This design comes from an exercise in tuning for small area on the open sky130 flow, not from production work.
In this exercise RTL edits were held to simulation tests only and were not proved equivalent to the original.
No driver is modelled on the clock port, so clocking that relies on it looks cheaper here than on a real chip.

`flow/flow/abc_area.script`:
```
strash
dch -f
amap
topo
dnsize -c
```
`flow/standard.sh`:
```
#!/bin/bash
# synth_recipe.tcl (not shown) runs the flow's synth.tcl, then flattens the netlist and writes it again
# the make line also repeats each setting of config.mk as NAME=value (left out here)
make -C /OpenROAD-flow-scripts/flow DESIGN_CONFIG=/design/flow/config.mk WORK_HOME=/design/flow/orfs CLKGATE_MAP_FILE= SYNTH_SCRIPT=/design/flow/synth_recipe.tcl "${@:-finish}"
```
`flow/flow/run.sh`:
```
#!/bin/bash
# Layout flow: the standard ORFS flow (standard.sh) with these changes:
#  - Yosys's generic synthesis runs without its intermediate ABC pass (SYNTH_ARGS=-noabc),
#    so the adder tree written in the RTL reaches full-adder extraction as written;
#    registers, their names and cell types are those of the standard synthesis;
#  - the final ABC technology mapping uses an area-oriented script (flow/abc_area.script),
#    through a copy of ORFS's scripts folder that differs only in that file;
#  - after clock-tree synthesis, flow/post_cts.tcl delays the clock of the output register
#    (useful skew for the register-to-register paths into it), then runs the CTS step's
#    timing repair, which ORFS is told to skip (SKIP_CTS_REPAIR_TIMING=1).
# Each ORFS step writes its own log under orfs/logs/; make's output goes to make.log here.
set -euo pipefail
rm -rf scripts_local
cp -r "$FLOW_HOME/scripts" scripts_local
cp flow/abc_area.script scripts_local/abc_area.script
bash standard.sh SYNTH_ARGS=-noabc SCRIPTS_DIR="$PWD/scripts_local" SKIP_CTS_REPAIR_TIMING=1 \
  POST_CTS_TCL="$PWD/flow/post_cts.tcl" \
  "SKEW_CELLS=sky130_fd_sc_hd__clkdlybuf4s50_1 sky130_fd_sc_hd__clkdlybuf4s50_1 sky130_fd_sc_hd__clkbuf_8" finish > make.log 2>&1
```
`flow/design.v`:
```
`timescale 1ns/10ps
module QAM(clk, rst, en, Din, IFout);
input clk, rst, en;
input Din;
output reg signed [17:0] IFout;
reg ce2;           
reg sm_ctrl;       
reg swap;          
reg [1:0] spc;     
reg sm_i, sm_q;    
reg [3:0] usi;     
reg [3:0] cnt;     
reg [8:0] sym_i, sym_q;  
reg [1:0] mix_cnt;
reg [15:0] acc;    
wire en0 = en & ce2;
wire en1 = sm_ctrl & ce2;
wire en2 = usi[3];
wire [1:0] sw = usi[1:0];
wire load = en2 & (sw == 2'd0);
wire neg = ~mix_cnt[1];                         
wire [8:0] s = mix_cnt[0] ? sym_i : sym_q;      
wire [8:0] x = s ^ {9{neg}};
wire [8:0] v;      
assign v[0] = cnt > 4'd0;
assign v[1] = cnt > 4'd1;
assign v[2] = cnt > 4'd2;
assign v[3] = cnt > 4'd3;
assign v[4] = cnt > 4'd4;
assign v[5] = cnt > 4'd5;
assign v[6] = cnt > 4'd6;
assign v[7] = cnt > 4'd7;
assign v[8] = cnt > 4'd8;
reg [15:0] g0_8;    
always @(*) begin
  case ({sw, x[0], x[8], v[0], v[8]})
    6'd0: g0_8 = 16'd43329;
    6'd1: g0_8 = 16'd43329;
    6'd2: g0_8 = 16'd43255;
    6'd3: g0_8 = 16'd43255;
    6'd4: g0_8 = 16'd43329;
    6'd5: g0_8 = 16'd43329;
    6'd6: g0_8 = 16'd43255;
    6'd7: g0_8 = 16'd43255;
    6'd8: g0_8 = 16'd43329;
    6'd9: g0_8 = 16'd43329;
    6'd10: g0_8 = 16'd43403;
    6'd11: g0_8 = 16'd43403;
    6'd12: g0_8 = 16'd43329;
    6'd13: g0_8 = 16'd43329;
    6'd14: g0_8 = 16'd43403;
    6'd15: g0_8 = 16'd43403;
    6'd16: g0_8 = 16'd43363;
    6'd17: g0_8 = 16'd43548;
    6'd18: g0_8 = 16'd43363;
    6'd19: g0_8 = 16'd43548;
    6'd20: g0_8 = 16'd43363;
    6'd21: g0_8 = 16'd43178;
    6'd22: g0_8 = 16'd43363;
    6'd23: g0_8 = 16'd43178;
    6'd24: g0_8 = 16'd43363;
    6'd25: g0_8 = 16'd43548;
    6'd26: g0_8 = 16'd43363;
    6'd27: g0_8 = 16'd43548;
    6'd28: g0_8 = 16'd43363;
    6'd29: g0_8 = 16'd43178;
    6'd30: g0_8 = 16'd43363;
    6'd31: g0_8 = 16'd43178;
    6'd32: g0_8 = 16'd43329;
    6'd33: g0_8 = 16'd43255;
    6'd34: g0_8 = 16'd43329;
    6'd35: g0_8 = 16'd43255;
    6'd36: g0_8 = 16'd43329;
    6'd37: g0_8 = 16'd43403;
    6'd38: g0_8 = 16'd43329;
    6'd39: g0_8 = 16'd43403;
    6'd40: g0_8 = 16'd43329;
    6'd41: g0_8 = 16'd43255;
    6'd42: g0_8 = 16'd43329;
    6'd43: g0_8 = 16'd43255;
    6'd44: g0_8 = 16'd43329;
    6'd45: g0_8 = 16'd43403;
    6'd46: g0_8 = 16'd43329;
    6'd47: g0_8 = 16'd43403;
    6'd48: g0_8 = 16'd41994;
    6'd49: g0_8 = 16'd41826;
    6'd50: g0_8 = 16'd41826;
    6'd51: g0_8 = 16'd41658;
    6'd52: g0_8 = 16'd41994;
    6'd53: g0_8 = 16'd42162;
    6'd54: g0_8 = 16'd41826;
    6'd55: g0_8 = 16'd41994;
    6'd56: g0_8 = 16'd41994;
    6'd57: g0_8 = 16'd41826;
    6'd58: g0_8 = 16'd42162;
    6'd59: g0_8 = 16'd41994;
    6'd60: g0_8 = 16'd41994;
    6'd61: g0_8 = 16'd42162;
    6'd62: g0_8 = 16'd42162;
    6'd63: g0_8 = 16'd42330;
  endcase
end
reg [15:0] g1_7;    
always @(*) begin
  case ({sw, x[1], x[7], v[1], v[7]})
    6'd0: g1_7 = 16'd543;
    6'd1: g1_7 = 16'd810;
    6'd2: g1_7 = 16'd267;
    6'd3: g1_7 = 16'd534;
    6'd4: g1_7 = 16'd543;
    6'd5: g1_7 = 16'd276;
    6'd6: g1_7 = 16'd267;
    6'd7: g1_7 = 16'd0;
    6'd8: g1_7 = 16'd543;
    6'd9: g1_7 = 16'd810;
    6'd10: g1_7 = 16'd819;
    6'd11: g1_7 = 16'd1086;
    6'd12: g1_7 = 16'd543;
    6'd13: g1_7 = 16'd276;
    6'd14: g1_7 = 16'd819;
    6'd15: g1_7 = 16'd552;
    6'd16: g1_7 = 16'd418;
    6'd17: g1_7 = 16'd185;
    6'd18: g1_7 = 16'd603;
    6'd19: g1_7 = 16'd370;
    6'd20: g1_7 = 16'd418;
    6'd21: g1_7 = 16'd651;
    6'd22: g1_7 = 16'd603;
    6'd23: g1_7 = 16'd836;
    6'd24: g1_7 = 16'd418;
    6'd25: g1_7 = 16'd185;
    6'd26: g1_7 = 16'd233;
    6'd27: g1_7 = 16'd0;
    6'd28: g1_7 = 16'd418;
    6'd29: g1_7 = 16'd651;
    6'd30: g1_7 = 16'd233;
    6'd31: g1_7 = 16'd466;
    6'd32: g1_7 = 16'd543;
    6'd33: g1_7 = 16'd267;
    6'd34: g1_7 = 16'd810;
    6'd35: g1_7 = 16'd534;
    6'd36: g1_7 = 16'd543;
    6'd37: g1_7 = 16'd819;
    6'd38: g1_7 = 16'd810;
    6'd39: g1_7 = 16'd1086;
    6'd40: g1_7 = 16'd543;
    6'd41: g1_7 = 16'd267;
    6'd42: g1_7 = 16'd276;
    6'd43: g1_7 = 16'd0;
    6'd44: g1_7 = 16'd543;
    6'd45: g1_7 = 16'd819;
    6'd46: g1_7 = 16'd276;
    6'd47: g1_7 = 16'd552;
    6'd48: g1_7 = 16'd72;
    6'd49: g1_7 = 16'd108;
    6'd50: g1_7 = 16'd108;
    6'd51: g1_7 = 16'd144;
    6'd52: g1_7 = 16'd72;
    6'd53: g1_7 = 16'd36;
    6'd54: g1_7 = 16'd108;
    6'd55: g1_7 = 16'd72;
    6'd56: g1_7 = 16'd72;
    6'd57: g1_7 = 16'd108;
    6'd58: g1_7 = 16'd36;
    6'd59: g1_7 = 16'd72;
    6'd60: g1_7 = 16'd72;
    6'd61: g1_7 = 16'd36;
    6'd62: g1_7 = 16'd36;
    6'd63: g1_7 = 16'd0;
  endcase
end
reg [15:0] g2_6;    
always @(*) begin
  case ({sw, x[2], x[6], v[2], v[6]})
    6'd0: g2_6 = 16'd516;
    6'd1: g2_6 = 16'd794;
    6'd2: g2_6 = 16'd754;
    6'd3: g2_6 = 16'd1032;
    6'd4: g2_6 = 16'd516;
    6'd5: g2_6 = 16'd238;
    6'd6: g2_6 = 16'd754;
    6'd7: g2_6 = 16'd476;
    6'd8: g2_6 = 16'd516;
    6'd9: g2_6 = 16'd794;
    6'd10: g2_6 = 16'd278;
    6'd11: g2_6 = 16'd556;
    6'd12: g2_6 = 16'd516;
    6'd13: g2_6 = 16'd238;
    6'd14: g2_6 = 16'd278;
    6'd15: g2_6 = 16'd0;
    6'd16: g2_6 = 16'd1495;
    6'd17: g2_6 = 16'd233;
    6'd18: g2_6 = 16'd1262;
    6'd19: g2_6 = 16'd0;
    6'd20: g2_6 = 16'd1495;
    6'd21: g2_6 = 16'd2757;
    6'd22: g2_6 = 16'd1262;
    6'd23: g2_6 = 16'd2524;
    6'd24: g2_6 = 16'd1495;
    6'd25: g2_6 = 16'd233;
    6'd26: g2_6 = 16'd1728;
    6'd27: g2_6 = 16'd466;
    6'd28: g2_6 = 16'd1495;
    6'd29: g2_6 = 16'd2757;
    6'd30: g2_6 = 16'd1728;
    6'd31: g2_6 = 16'd2990;
    6'd32: g2_6 = 16'd516;
    6'd33: g2_6 = 16'd754;
    6'd34: g2_6 = 16'd794;
    6'd35: g2_6 = 16'd1032;
    6'd36: g2_6 = 16'd516;
    6'd37: g2_6 = 16'd278;
    6'd38: g2_6 = 16'd794;
    6'd39: g2_6 = 16'd556;
    6'd40: g2_6 = 16'd516;
    6'd41: g2_6 = 16'd754;
    6'd42: g2_6 = 16'd238;
    6'd43: g2_6 = 16'd476;
    6'd44: g2_6 = 16'd516;
    6'd45: g2_6 = 16'd278;
    6'd46: g2_6 = 16'd238;
    6'd47: g2_6 = 16'd0;
    6'd48: g2_6 = 16'd1426;
    6'd49: g2_6 = 16'd2139;
    6'd50: g2_6 = 16'd2139;
    6'd51: g2_6 = 16'd2852;
    6'd52: g2_6 = 16'd1426;
    6'd53: g2_6 = 16'd713;
    6'd54: g2_6 = 16'd2139;
    6'd55: g2_6 = 16'd1426;
    6'd56: g2_6 = 16'd1426;
    6'd57: g2_6 = 16'd2139;
    6'd58: g2_6 = 16'd713;
    6'd59: g2_6 = 16'd1426;
    6'd60: g2_6 = 16'd1426;
    6'd61: g2_6 = 16'd713;
    6'd62: g2_6 = 16'd713;
    6'd63: g2_6 = 16'd0;
  endcase
end
reg [15:0] g3_5;    
always @(*) begin
  case ({sw, x[3], x[5], v[3], v[5]})
    6'd0: g3_5 = 16'd5190;
    6'd1: g3_5 = 16'd2598;
    6'd2: g3_5 = 16'd7788;
    6'd3: g3_5 = 16'd5196;
    6'd4: g3_5 = 16'd5190;
    6'd5: g3_5 = 16'd7782;
    6'd6: g3_5 = 16'd7788;
    6'd7: g3_5 = 16'd10380;
    6'd8: g3_5 = 16'd5190;
    6'd9: g3_5 = 16'd2598;
    6'd10: g3_5 = 16'd2592;
    6'd11: g3_5 = 16'd0;
    6'd12: g3_5 = 16'd5190;
    6'd13: g3_5 = 16'd7782;
    6'd14: g3_5 = 16'd2592;
    6'd15: g3_5 = 16'd5184;
    6'd16: g3_5 = 16'd10761;
    6'd17: g3_5 = 16'd20260;
    6'd18: g3_5 = 16'd9499;
    6'd19: g3_5 = 16'd18998;
    6'd20: g3_5 = 16'd10761;
    6'd21: g3_5 = 16'd1262;
    6'd22: g3_5 = 16'd9499;
    6'd23: g3_5 = 16'd0;
    6'd24: g3_5 = 16'd10761;
    6'd25: g3_5 = 16'd20260;
    6'd26: g3_5 = 16'd12023;
    6'd27: g3_5 = 16'd21522;
    6'd28: g3_5 = 16'd10761;
    6'd29: g3_5 = 16'd1262;
    6'd30: g3_5 = 16'd12023;
    6'd31: g3_5 = 16'd2524;
    6'd32: g3_5 = 16'd5190;
    6'd33: g3_5 = 16'd7788;
    6'd34: g3_5 = 16'd2598;
    6'd35: g3_5 = 16'd5196;
    6'd36: g3_5 = 16'd5190;
    6'd37: g3_5 = 16'd2592;
    6'd38: g3_5 = 16'd2598;
    6'd39: g3_5 = 16'd0;
    6'd40: g3_5 = 16'd5190;
    6'd41: g3_5 = 16'd7788;
    6'd42: g3_5 = 16'd7782;
    6'd43: g3_5 = 16'd10380;
    6'd44: g3_5 = 16'd5190;
    6'd45: g3_5 = 16'd2592;
    6'd46: g3_5 = 16'd7782;
    6'd47: g3_5 = 16'd5184;
    6'd48: g3_5 = 16'd3460;
    6'd49: g3_5 = 16'd1730;
    6'd50: g3_5 = 16'd1730;
    6'd51: g3_5 = 16'd0;
    6'd52: g3_5 = 16'd3460;
    6'd53: g3_5 = 16'd5190;
    6'd54: g3_5 = 16'd1730;
    6'd55: g3_5 = 16'd3460;
    6'd56: g3_5 = 16'd3460;
    6'd57: g3_5 = 16'd1730;
    6'd58: g3_5 = 16'd5190;
    6'd59: g3_5 = 16'd3460;
    6'd60: g3_5 = 16'd3460;
    6'd61: g3_5 = 16'd5190;
    6'd62: g3_5 = 16'd5190;
    6'd63: g3_5 = 16'd6920;
  endcase
end
wire [15:0] t4;    
reg [15:0] kz4;
always @(*) begin
  case (sw)
    2'd0: kz4 = 16'd15958;
    2'd1: kz4 = 16'd9499;
    2'd2: kz4 = 16'd15958;
    2'd3: kz4 = 16'd18584;
  endcase
end
reg [15:0] kxn4;
always @(*) begin
  case (sw)
    2'd0: kxn4 = 16'd31916;
    2'd1: kxn4 = 16'd18998;
    2'd2: kxn4 = 16'd31916;
    2'd3: kxn4 = 16'd37168;
  endcase
end
assign t4 = ({16{~v[4]}} & kz4) | ({16{v[4] & ~x[4]}} & kxn4);
wire fs1 = g0_8[0] ^ g1_7[0] ^ g2_6[0];
wire fc2 = (g0_8[0] & g1_7[0]) | (g0_8[0] & g2_6[0]) | (g1_7[0] & g2_6[0]);
wire fs3 = g0_8[1] ^ g1_7[1] ^ g2_6[1];
wire fc4 = (g0_8[1] & g1_7[1]) | (g0_8[1] & g2_6[1]) | (g1_7[1] & g2_6[1]);
wire fs5 = g0_8[2] ^ g1_7[2] ^ g2_6[2];
wire fc6 = (g0_8[2] & g1_7[2]) | (g0_8[2] & g2_6[2]) | (g1_7[2] & g2_6[2]);
wire fs7 = g0_8[3] ^ g1_7[3] ^ g2_6[3];
wire fc8 = (g0_8[3] & g1_7[3]) | (g0_8[3] & g2_6[3]) | (g1_7[3] & g2_6[3]);
wire fs9 = g0_8[4] ^ g1_7[4] ^ g2_6[4];
wire fc10 = (g0_8[4] & g1_7[4]) | (g0_8[4] & g2_6[4]) | (g1_7[4] & g2_6[4]);
wire fs11 = g0_8[5] ^ g1_7[5] ^ g2_6[5];
wire fc12 = (g0_8[5] & g1_7[5]) | (g0_8[5] & g2_6[5]) | (g1_7[5] & g2_6[5]);
wire fs13 = g0_8[6] ^ g1_7[6] ^ g2_6[6];
wire fc14 = (g0_8[6] & g1_7[6]) | (g0_8[6] & g2_6[6]) | (g1_7[6] & g2_6[6]);
wire fs15 = g0_8[7] ^ g1_7[7] ^ g2_6[7];
wire fc16 = (g0_8[7] & g1_7[7]) | (g0_8[7] & g2_6[7]) | (g1_7[7] & g2_6[7]);
wire fs17 = g0_8[8] ^ g1_7[8] ^ g2_6[8];
wire fc18 = (g0_8[8] & g1_7[8]) | (g0_8[8] & g2_6[8]) | (g1_7[8] & g2_6[8]);
wire fs19 = g0_8[9] ^ g1_7[9] ^ g2_6[9];
wire fc20 = (g0_8[9] & g1_7[9]) | (g0_8[9] & g2_6[9]) | (g1_7[9] & g2_6[9]);
wire fs21 = g0_8[10] ^ g1_7[10] ^ g2_6[10];
wire fc22 = (g0_8[10] & g1_7[10]) | (g0_8[10] & g2_6[10]) | (g1_7[10] & g2_6[10]);
wire fs23 = g0_8[11] ^ g2_6[11] ^ g3_5[11];
wire fc24 = (g0_8[11] & g2_6[11]) | (g0_8[11] & g3_5[11]) | (g2_6[11] & g3_5[11]);
wire fs25 = fc2 ^ fs3 ^ g3_5[1];
wire fc26 = (fc2 & fs3) | (fc2 & g3_5[1]) | (fs3 & g3_5[1]);
wire fs27 = fc4 ^ fs5 ^ g3_5[2];
wire fc28 = (fc4 & fs5) | (fc4 & g3_5[2]) | (fs5 & g3_5[2]);
wire fs29 = fc6 ^ fs7 ^ g3_5[3];
wire fc30 = (fc6 & fs7) | (fc6 & g3_5[3]) | (fs7 & g3_5[3]);
wire fs31 = fc8 ^ fs9 ^ g3_5[4];
wire fc32 = (fc8 & fs9) | (fc8 & g3_5[4]) | (fs9 & g3_5[4]);
wire fs33 = fc10 ^ fs11 ^ g3_5[5];
wire fc34 = (fc10 & fs11) | (fc10 & g3_5[5]) | (fs11 & g3_5[5]);
wire fs35 = fc12 ^ fs13 ^ g3_5[6];
wire fc36 = (fc12 & fs13) | (fc12 & g3_5[6]) | (fs13 & g3_5[6]);
wire fs37 = fc14 ^ fs15 ^ g3_5[7];
wire fc38 = (fc14 & fs15) | (fc14 & g3_5[7]) | (fs15 & g3_5[7]);
wire fs39 = fc16 ^ fs17 ^ g3_5[8];
wire fc40 = (fc16 & fs17) | (fc16 & g3_5[8]) | (fs17 & g3_5[8]);
wire fs41 = fc18 ^ fs19 ^ g3_5[9];
wire fc42 = (fc18 & fs19) | (fc18 & g3_5[9]) | (fs19 & g3_5[9]);
wire fs43 = fc20 ^ fs21 ^ g3_5[10];
wire fc44 = (fc20 & fs21) | (fc20 & g3_5[10]) | (fs21 & g3_5[10]);
wire fs45 = fc22 ^ fs23 ^ t4[11];
wire fc46 = (fc22 & fs23) | (fc22 & t4[11]) | (fs23 & t4[11]);
wire fs47 = fc24 ^ g3_5[12] ^ t4[12];
wire fc48 = (fc24 & g3_5[12]) | (fc24 & t4[12]) | (g3_5[12] & t4[12]);
wire fs49 = g3_5[13] ^ t4[13] ^ 1'b1;
wire fc50 = (g3_5[13] & t4[13]) | (g3_5[13] & 1'b1) | (t4[13] & 1'b1);
wire fs51 = fs1 ^ g3_5[0] ^ t4[0];
wire fc52 = (fs1 & g3_5[0]) | (fs1 & t4[0]) | (g3_5[0] & t4[0]);
wire hs53 = fs25 ^ t4[1];
wire hc54 = fs25 & t4[1];
wire fs55 = fc26 ^ fs27 ^ t4[2];
wire fc56 = (fc26 & fs27) | (fc26 & t4[2]) | (fs27 & t4[2]);
wire fs57 = fc28 ^ fs29 ^ t4[3];
wire fc58 = (fc28 & fs29) | (fc28 & t4[3]) | (fs29 & t4[3]);
wire fs59 = fc30 ^ fs31 ^ t4[4];
wire fc60 = (fc30 & fs31) | (fc30 & t4[4]) | (fs31 & t4[4]);
wire fs61 = fc32 ^ fs33 ^ t4[5];
wire fc62 = (fc32 & fs33) | (fc32 & t4[5]) | (fs33 & t4[5]);
wire fs63 = fc34 ^ fs35 ^ t4[6];
wire fc64 = (fc34 & fs35) | (fc34 & t4[6]) | (fs35 & t4[6]);
wire fs65 = fc36 ^ fs37 ^ t4[7];
wire fc66 = (fc36 & fs37) | (fc36 & t4[7]) | (fs37 & t4[7]);
wire fs67 = fc38 ^ fs39 ^ t4[8];
wire fc68 = (fc38 & fs39) | (fc38 & t4[8]) | (fs39 & t4[8]);
wire fs69 = fc40 ^ fs41 ^ t4[9];
wire fc70 = (fc40 & fs41) | (fc40 & t4[9]) | (fs41 & t4[9]);
wire fs71 = fc42 ^ fs43 ^ t4[10];
wire fc72 = (fc42 & fs43) | (fc42 & t4[10]) | (fs43 & t4[10]);
wire hs73 = fc44 ^ fs45;
wire hc74 = fc44 & fs45;
wire hs75 = fc46 ^ fs47;
wire hc76 = fc46 & fs47;
wire hs77 = fc48 ^ fs49;
wire hc78 = fc48 & fs49;
wire fs79 = fc50 ^ g3_5[14] ^ t4[14];
wire fc80 = (fc50 & g3_5[14]) | (fc50 & t4[14]) | (g3_5[14] & t4[14]);
wire hs81 = t4[15] ^ 1'b1;
wire [15:0] cpa_a = {fc80, hc78, hc76, hc74, fc72, fc70, fc68, fc66, fc64, fc62, fc60, fc58, fc56, hc54, fc52, fs51};
wire [15:0] cpa_b = {hs81, fs79, hs77, hs75, hs73, fs71, fs69, fs67, fs65, fs63, fs61, fs59, fs57, fs55, hs53, 1'b0};
wire [15:0] cpa_s = cpa_a + cpa_b;
wire [15:0] nxt = {cpa_s[15], cpa_s[14], cpa_s[13], cpa_s[12], cpa_s[11], cpa_s[10], cpa_s[9], cpa_s[8], cpa_s[7], cpa_s[6], cpa_s[5], cpa_s[4], cpa_s[3], cpa_s[2], cpa_s[1], cpa_s[0]};
always @(posedge clk or posedge rst) begin
	if (rst) begin
		ce2 <= 1'b0; sm_ctrl <= 1'b0; swap <= 1'b0; spc <= 2'd0;
		sm_i <= 1'b0; sm_q <= 1'b0;
		usi <= 4'd0; cnt <= 4'd0; sym_i <= 9'd0; sym_q <= 9'd0;
		mix_cnt <= 2'd0; acc <= 16'd0;
	end
	else begin
		ce2 <= ~ce2;
		if (ce2) sm_ctrl <= ~sm_ctrl;
		if (en0) begin
			swap <= ~swap;
			if (!swap) spc[0] <= Din;
			else spc <= {spc[0], Din};
		end
		if (en1) begin
			sm_i <= spc[1];
			sm_q <= spc[0];
		end
		if (!usi[3]) begin
			if (en) usi <= usi + 4'd1;
		end
		else usi[1:0] <= usi[1:0] + 2'd1;
		if (load) begin
			sym_i <= {sym_i[7:0], sm_i};
			sym_q <= {sym_q[7:0], sm_q};
			if (cnt != 4'd9) cnt <= cnt + 4'd1;
		end
		if (en) mix_cnt <= mix_cnt + 2'd1;
		acc <= nxt;
	end
end
always @(*) IFout = {acc[15], acc[15], acc};
endmodule
```
`flow/config.mk`:
```
export PLATFORM = sky130hd
export DESIGN_NAME = QAM
export DESIGN_NICKNAME = QAM
export VERILOG_FILES = /design/flow/design.v
export SDC_FILE = /design/flow/constraint.sdc
export NUM_CORES = 4
export LEC_CHECK = 0
export ABC_AREA = 1
export CAP_MARGIN = 20
export CORE_MARGIN = 2
export CORE_UTILIZATION = 40
export GPL_TIMING_DRIVEN = 0
export SLEW_MARGIN = 20
```
`flow/flow/post_cts.tcl`:
```
# Runs at the end of ORFS's CTS step (POST_CTS_TCL), which is told to skip its own timing
# repair (SKIP_CTS_REPAIR_TIMING=1); this script does that repair after the change below.
#
# Useful skew for the register-to-register paths into the output register acc (IFout):
# acc's clock pins are moved from the clock tree's leaf nets to one net that a delay cell
# and a clock buffer drive from the leaf net of acc[0]. Every path into acc comes from
# another register of the design; acc's outputs go only to the output ports, whose
# timing this makes harder, not easier. Inputs reach no acc data pin combinationally.
set block [ord::get_db_block]
set db [ord::get_db]
set accs {}
foreach inst [$block getInsts] {
  if {[string range [$inst getName] 0 3] eq "acc\\" && [$inst findITerm CLK] ne "NULL"} {
    lappend accs $inst
  }
}
puts "skew: [llength $accs] acc registers"
set first [lindex $accs 0]
set leaf [[$first findITerm CLK] getNet]
set sx 0; set sy 0
foreach inst $accs {
  lassign [$inst getLocation] x y
  set sx [expr {$sx + $x}]; set sy [expr {$sy + $y}]
}
set cx [expr {int($sx / [llength $accs])}]
set cy [expr {int($sy / [llength $accs])}]
set prev $leaf
set i 0
foreach cell $::env(SKEW_CELLS) {
  set master [$db findMaster $cell]
  set buf [odb::dbInst_create $block $master "skew_buf_$i"]
  set net [odb::dbNet_create $block "skew_net_$i"]
  $net setSigType CLOCK
  [$buf findITerm A] connect $prev
  [$buf findITerm X] connect $net
  $buf setLocation $cx $cy
  $buf setPlacementStatus PLACED
  set prev $net
  incr i
}
foreach inst $accs {
  set it [$inst findITerm CLK]
  $it disconnect
  $it connect $prev
}
set_propagated_clock [all_clocks]
estimate_parasitics -placement
set result [catch { detailed_placement } msg]
if { $result != 0 } { error "Detailed placement failed after skew: $msg" }
estimate_parasitics -placement
report_checks -path_delay max -group_path_count 1 -format end
repair_timing_helper
set result [catch { detailed_placement } msg]
if { $result != 0 } { error "Detailed placement failed after repair: $msg" }
check_placement -verbose
report_design_area
```
`flow/constraint.sdc`:
```
create_clock -name core_clock -period 5.0 [get_ports {clk}]
set_input_delay 1.0000 -clock core_clock [delete_from_list [all_inputs] [get_ports {clk}]]
set_output_delay 1.0000 -clock core_clock [all_outputs]
set_load 0.01 [all_outputs]
```
==> metrics.md, run 1 <==
| Metric | Value |
|---|---|
| Outcome | timing/DRC/antenna clean |
| Yosys reg bits | 51 |
| Critical Path Fanout Max | 12 |
| CTS tree | built |
| Global route total overflow | 0 |
| Area Overhead vs Synth | 16.4% |
| Avg Synthesized Cell Area | 8.37 um^2 |
| Final Hold Fails | 0 |
| FP Rows | 39 |
| Synthesized net count | 621 |
| WP data required | roughly 6.4 ns |
| RSZ-0062 raised after global routing | false |
| Tmin final | 4.65 ns |
| Hold Crit Depth | 9 |
| Crit path launch type | register |
| GRT Util Overall | 21.6% |
| Max cap viols | 0 |
| CP arrival | about 6.1 ns |
| Clock-pin slew on the worst setup and hold paths | 0.10 ns |
| Vias in the first global route | 4327 |
| Reg2reg start | mix_cnt[0]$_DFFE_PP0P_ |
| Worst-Skew Late Latency | 1.47 ns |
| Buf+Inv Stages, Crit Path | 5 |
| Final setup vio count | 0 |
| Post-route ant nets | 0 |
| HPWL Detailed | a little under 10000 um |
| Crit path capture type | register |
| Buffers on Ports | 21 |
| Final worst-path cycle share | 93.1% |
| Layout cell share with drive strength beyond 1 | 8.72% |
| R2R setup slack | 0.35 ns |
| GP Congestion | 0.962 |
| Crit-path leading delay family | compound AO/OA/AOI/OAI gates |
| Crit path capture | acc[14]$_DFF_PP0_ |
| Die Y-Extent | 111 um |
| Mapped Cells | 551 |
| CP peak stage delay | 0.65 ns |
| DRT iter0 DRCs | 534 |
| Die area | around 12000 um^2 |
| Worst Hold Class | reg2reg |
| Biggest area consumer among synthesized cells | dfrtp_1 |
| Number of synthesis warnings | 1 |
| Max_slew headroom | 46.8% |
| Reg2Reg Depth | 23 |
| Instance count on the critical path | 23 |
| Pin count of the biggest net entering global routing | 39 |
| ANT cells | 0 |
| Die width | 111 um |
| CP max-delay cell | fa_1 |
| Max Transition Viols Final | 0 |
| Core Area | 11300 um^2 |
| Crit. Startpoint | mix_cnt[0]$_DFFE_PP0P_ |
| R2r endpoint | acc[14]$_DFF_PP0_ |
| CP cell instances | clkinv_2, o22ai_2, nand2_1, o21ai_4, clkinv_2, o21ai_0, nand2_1, o311ai_0, o311ai_2, fa_1, fa_1, fa_1, ha_1, clkinv_1, o21ai_1, clkinv_1, o31ai_2, clkinv_1, nor3_2, o32ai_1, o41ai_2, nor2_1, a21oi_1 |
| First drt pass iteration count | 5 |
| First-pass GRT wire length | between 20000 and 25000 um |
| Tightest Pin Transition | between 0.7 and 0.8 ns |
| Initial Utilization | 40.7% |
| Drt drc | 0 |
| Clock sink count | 51 |
| Synth top area cells | dfrtp_1 (28%), fa_1 (16%), nor2_1 (8.7%) |
| Initial antenna violation count | 0 |
| Setup Skew | 1.18 ns |
| Yosys top cell area share | 27.7% |
| Avg Vias per Cell | 5.91 |
| Vias | 4301 |
| Final #Nets | 654 |
| I/O pin count | 22 |
| Routed WL per cell | 17.9 um |
| Seq/Total Area, Yosys | roughly 28% |
| Max Freq | 215 MHz |
| WL final | 13000 um |
| Synthesized area | 4610 um^2 |
| Final core occ | between 40% and 50% |
| WS Path Type | reg2reg |
| Worst Min Path Start | sym_i[4]$_DFFE_PP0P_ |
| Post-synth cell types | 35 |
==> synthesized netlist by cell type <==
cell	instances
o21ai_0	55
xor2_1	1
a32oi_1	1
a22oi_1	3
nor3_1	17
a31oi_1	4
nor2_1	107
clkinv_1	58
a2111o_1	3
a211oi_1	5
o22ai_1	22
or2_0	3
o41ai_1	1
o311ai_0	3
o221ai_1	10
ha_1	30
or3_1	2
a21oi_1	39
o32ai_1	11
o22a_1	20
o211ai_1	1
fa_1	36
o21a_1	4
dfrtp_1	51
a221oi_1	1
a32o_1	1
o31ai_1	6
nor2b_1	1
a21o_1	1
o32a_1	4
a31o_1	1
o31a_1	1
buf_4	2
nand2_1	42
nand3_1	4
==> kinds of logic (layout without fill, tap and decap cells) <==
kind of cell / after synthesis / count (layout) / share of synthesized area (%)
xor+xnor: 1 / 1 / 0.190
compound gates: 197 / 197 / 28.1
fa+ha+maj: 66 / 66 / 23.8
buf+inv: 60 / 94 / 5.05
simple gates: 176 / 176 / 15.2
flops: 51 / 51 / 27.7
==> metal layers <==
| layer | wire length (um) | share of wire (%) | up-vias | GRT usage, % |
|---|---|---|---|---|
| met3 | 727 | 5.6 | 27 | 2.83 |
| met2 | 6170 | 47 | 166 | 34.9 |
| met1 | 5800 | 45 | 2041 | 30.1 |
| met5 | 0 | 0 | - | 0 |
| met4 | 305 | 2.3 | 0 | 7.90 |
| li1 | - | - | 2067 | - |
==> per-stage QoR <==
step	std cells	area [um^2]	setup WS, ns	hold WS (ns)	TNS [ns]
3_5_place_dp	716	5120	-1.25	0.476	-8.71
2_1_floorplan	551	4710	0.0162	0.442	0
6_report	728	5370	0.345	0.0372	0
5_1_grt	728	5370	0.0376	0.127	0
3_3_place_gp	715	5100	-1.22	0.457	-8.72
==> worst min-delay path, stage by stage, from the launching register on <==
cell	delay (ns)
dfrtp_1	0.37
o22ai_1	0.12
nor2_1	0.10
a211oi_1	0.10
clkinv_1	0.14
nor2_1	0.07
nor2_1	0.08
a21oi_1	0.06
nor2_1	0.08
a21oi_1	0.04
==> how the worst min path moves through the flow <==
stage | to
final | acc[15]$_DFF_PP0_
after global routing | acc[15]$_DFF_PP0_
after global placement | usi[2]$_DFFE_PP0P_
after floorplan | usi[2]$_DFFE_PP0P_
after detailed placement | usi[2]$_DFFE_PP0P_
==> state kept, by name, indices dropped and copies added (netlist names) <==
signal and flops:
acc 16, sym_i 9, sym_q 9, cnt 4
usi 4, mix_cnt 2, spc 2, ce2 1
sm_ctrl 1, sm_i 1, sm_q 1, swap 1
==> area by class of cell, without the clock buffers <==
type,instances,area [um^2]
multi-input combinational,440,3220
timing repair buffer,23,240
tap,143,179
fill,1102,5950
sequential,51,1290
clock inverter,2,17.5
buffer,5,48.8
inverter,58,248
==> cells in the final DEF, fill, tap and decap left out, drive strengths merged, types with 3 or more instances in the layout <==
cell / count
a22oi: 3
clkbuf: 7
o221ai: 10
fa: 36
o32ai: 11
ha: 30
or2: 3
nand2: 42
dfrtp: 51
nor2: 107
a211oi: 5
o21a: 4
buf: 3
clkinv: 58
a31oi: 4
o21ai: 55
clkdlybuf4s50: 23
o32a: 4
o31ai: 6
o22ai: 22
o311ai: 3
nor3: 17
a2111o: 3
a21oi: 39
nand3: 4
o22a: 20
==> run 2, diff against run 1 <==
--- a/flow/flow/run.sh
+++ b/flow/flow/run.sh
@@ -7,12 +7,14 @@
 #    through a copy of ORFS's scripts folder that differs only in that file;
 #  - after clock-tree synthesis, flow/post_cts.tcl delays the clock of the output register
 #    (useful skew for the register-to-register paths into it), then runs the CTS step's
-#    timing repair, which ORFS is told to skip (SKIP_CTS_REPAIR_TIMING=1).
+#    timing repair, which ORFS is told to skip (SKIP_CTS_REPAIR_TIMING=1);
+#  - every input and output port still gets its own buffer, but the smallest one
+#    (sky130_fd_sc_hd__buf_1); the resizer may still resize it.
 # Each ORFS step writes its own log under orfs/logs/; make's output goes to make.log here.
 set -euo pipefail
 rm -rf scripts_local
 cp -r "$FLOW_HOME/scripts" scripts_local
 cp flow/abc_area.script scripts_local/abc_area.script
 bash standard.sh SYNTH_ARGS=-noabc SCRIPTS_DIR="$PWD/scripts_local" SKIP_CTS_REPAIR_TIMING=1 \
-  POST_CTS_TCL="$PWD/flow/post_cts.tcl" \
+  POST_CTS_TCL="$PWD/flow/post_cts.tcl" "BUFFER_PORTS_ARGS=-buffer_cell sky130_fd_sc_hd__buf_1" \
   "SKEW_CELLS=sky130_fd_sc_hd__clkdlybuf4s50_1 sky130_fd_sc_hd__clkdlybuf4s50_1 sky130_fd_sc_hd__clkbuf_8" finish > make.log 2>&1
--- a/flow/config.mk
+++ b/flow/config.mk
@@ -9,5 +9,6 @@
 export CAP_MARGIN = 20
 export CORE_MARGIN = 2
 export CORE_UTILIZATION = 40
+export CTS_BUF_LIST = sky130_fd_sc_hd__clkbuf_8
 export GPL_TIMING_DRIVEN = 0
 export SLEW_MARGIN = 20
==> run 2 against run 1 <==
Against the previous run: still clean on timing, DRC and antenna; cell count rose by 0.14%; global-route usage fell by 0.25 points; via count fell by 2.0%; critical path depth fell by 1; synthesized cell count did not move; wire length fell by 2.7%; sequential share of layout area rose by 0.80 points; fmax fell by 0.70%; cell area fell by 3.3%.
==> metrics.md, run 2 <==
| Metric | Value |
|---|---|
| ANT cells | 0 |
| Reg2reg start | mix_cnt[0]$_DFFE_PP0P_ |
| Reg with most FFs | acc |
| Most frequent cells in the layout | nor2_1 (101), o21ai_0 (49), dfrtp_1 (46) |
| Pin count of the biggest net entering global routing | 39 |
| Drt drc | 0 |
| Clock-pin slew on the worst setup and hold paths | 0.10 ns |
| Metal3 WL | around 670 um |
| Placed cell area | 4990 um^2 |
| FP Rows | 39 |
| CP peak stage delay | 0.53 ns |
| HPWL Detailed | 9970 um |
| Buffers on Ports | 21 |
| Synth top area cells | dfrtp_1 (28%), fa_1 (16%), nor2_1 (8.7%) |
| Number of synthesis warnings | 1 |
| WP data required | 6.41 ns |
| Synthesized area | 4610 um^2 |
| Commonest cells post-synth | nor2_1 (107), clkinv_1 (58), o21ai_0 (55) |
| Setup Skew | 1.18 ns |
| CP cell instances | clkinv_2, o22ai_1, nor2_1, a21oi_1, nor2b_1, nor2_1, nor2_1, nor2_1, o22ai_1, fa_1, fa_1, fa_1, fa_1, clkinv_1, o21ai_0, a21oi_1, nor2_1, o32ai_2, nor3_1, o32ai_1, nor2_1, a21oi_1 |
| Die area | 12400 um^2 |
| Met1 wire length | around 5900 um |
| Crit path capture type | register |
| Max Transition Viols Final | 0 |
| Most frequent CP cell | nor2_1 |
| CP max-delay cell | fa_1 |
| I/O pin count | 22 |
| Die Y-Extent | 111 um |
| Max Freq | 213 MHz |
| Worst Hold Path EP | acc[15]$_DFF_PP0_ |
| Routed WL per cell | 17.4 um |
| Max reg flops | 16 |
| Post-synth EDFFs | 0 |
| Tightest Pin Transition | ~0.78 ns |
| R2r endpoint | acc[15]$_DFF_PP0_ |
| RSZ-0062 raised after global routing | false |
| Biggest area consumer among synthesized cells | dfrtp_1 |
| Clock sink count | 51 |
| DRT iter0 DRCs | 337 |
| Most frequent cell after synthesis | nor2_1 |
| CTS tree | built |
| GP Congestion | 0.911 |
| Layout cell share with drive strength beyond 1 | 8.02% |
| Worst Min Path Start | sym_i[4]$_DFFE_PP0P_ |
| CP arrival | 6.10 ns |
| Initial Utilization | 40.7% |
| Worst Hold Class | reg2reg |
| GRT Util Overall | 21.4% |
| First-pass GRT wire length | 21200 um |
| Seq/Total Area, Yosys | 27.7% |
| Routed wl met2 | 5780 um |
| WL final | 12700 um |
| Hold Crit Depth | 9 |
| Area Overhead vs Synth | 12.5% |
| Avg Vias per Cell | 5.78 |
| Global route total overflow | 0 |
| Top Layer Used | met4 |
| Critical Path Fanout Max | 11 |
| Crit path launch type | register |
| Final Hold Fails | 0 |
| Initial antenna violation count | 0 |
| Outcome | timing/DRC/antenna clean |
| First drt pass iteration count | 5 |
| Hold slack | roughly 0.074 ns |
| Final setup vio count | 0 |
| Yosys reg bits | 51 |
| R2R setup slack | around 0.31 ns |
| Commonest non-fill, non-tap cell in the layout | nor2_1 |
| WS Path Type | reg2reg |
| Post-synth cell types | 35 |
| Avg Synthesized Cell Area | 8.37 um^2 |
| Max cap viols | 0 |
| Reg2Reg Depth | 22 |
| Core Area | 11300 um^2 |
| # fillers | 1134 |
| Final #Nets | 655 |
| Synthesized net count | 621 |
| Fin area | slightly above 5000 um^2 |
| Vias in the first global route | 4129 |
| Yosys top cell area share | 27.7% |
| Tmin final | 4.69 ns |
| Die width | 111 um |
| Post-route ant nets | 0 |
| Mapped Cells | 551 |
| Max_slew headroom | 47.9% |
| Final core occ | 45.8% |
| Async S/R FF share, synth | between 90% and 100% |
| Largest regs | acc (16), sym_i (9), sym_q (9) |
| Vias | approximately 4200 |
| Worst-Skew Late Latency | roughly 1.5 ns |
| Final worst-path cycle share | 93.8% |
| Top FF cell, synth | dfrtp_1 |
-- run 2: cell counts after synthesis --
No cell type changed its count.
-- run 2: worst max-delay path by stage --
stage                                start           endpoint  slack (ns)  cells past startpoint
global placement        usi[0]$_DFFE_PP0P_  acc[14]$_DFF_PP0_       -1.18                     20
finish              mix_cnt[0]$_DFFE_PP0P_  acc[15]$_DFF_PP0_        0.31                     22
detailed placement      usi[0]$_DFFE_PP0P_  acc[14]$_DFF_PP0_       -1.18                     20
floorplan               cnt[2]$_DFFE_PP0P_  acc[14]$_DFF_PP0_        0.02                     26
global route            cnt[3]$_DFFE_PP0P_  acc[14]$_DFF_PP0_        0.06                     24
-- run 2: layer usage --
layer | track usage (%) | up-vias
met3 | 3.43 | 31
met4 | 6.26 | 0
met5 | 0 | -
met2 | 33.5 | 158
li1 | - | 2082
met1 | 30.9 | 1942
-- run 2: kinds of logic after synthesis --
family,Yosys count,synth area share (%)
compound gates,197,28.1
buf+inv,60,5.05
xor+xnor,1,0.190
flops,51,27.7
simple gates,176,15.2
fa+ha+maj,66,23.8
-- run 2: critical path, delay by kind of cell (launching register included) --
family	cells	cell delay, ns
compound gates	8	1.87
fa+ha+maj	4	1.94
buf+inv	2	0.28
flops	1	0.50
simple gates	8	1.16
-- run 2: area by class of cell, without the clock buffers --
type,count,area (um^2),area share (%)
Timing Repair Buffer,24,119,2.29
Inverter,58,244,4.70
Clock inverter,3,43.8,0.844
Buffer,5,48.8,0.940
Sequential cell,51,1280,24.8
Tap cell,143,179,3.45
Multi-Input combinational cell,440,3200,61.7
-- run 2: metrics by stage --
| step | std cells | TNS (ns) | worst slack, ns |
|---|---|---|---|
| after floorplan | 551 | 0 | 0.0162 |
| after global placement | 715 | -8.38 | -1.18 |
| after detailed placement | 716 | -8.33 | -1.18 |
| after global routing | 729 | 0 | 0.0583 |
| final | 729 | 0 | 0.312 |

==> afterwards: timing with drivers on the ports <==
Ports are ideal in the flow. The routed layouts listed here were re-timed in OpenROAD.
Step 1 sets driving cells, clkbuf_16 on the clock port and buf_2 on the other inputs (assumed; they add their load-dependent delay and slew).
Step 2, shift: input delay + t, output delay - t, t = (earliest + latest rising clock arrival at the registers) / 2. This alone moves slack from input paths to output paths.
a / b / c = no drivers / after step 1 / after step 2; a / b = the first two.
run	t (ns)	setup WS [ns]	hold slack, ns	latest minus earliest clock arrival (ns)	slew at the worst register clock pin (ns)	worst data-port slew with drivers (ns)
run 1	0.916	0.345 / 0.345 / 0.345	0.037 / 0.037 / 0.037	1.182 / 1.183	0.10 / 0.10	0.03
run 2	0.925	0.312 / 0.312 / 0.312	0.074 / 0.074 / 0.074	1.177 / 1.177	0.10 / 0.10	0.03
In run 1 and run 2 the clock reaches the registers at very different times; t lies between them, and the last value is a rough guide only.
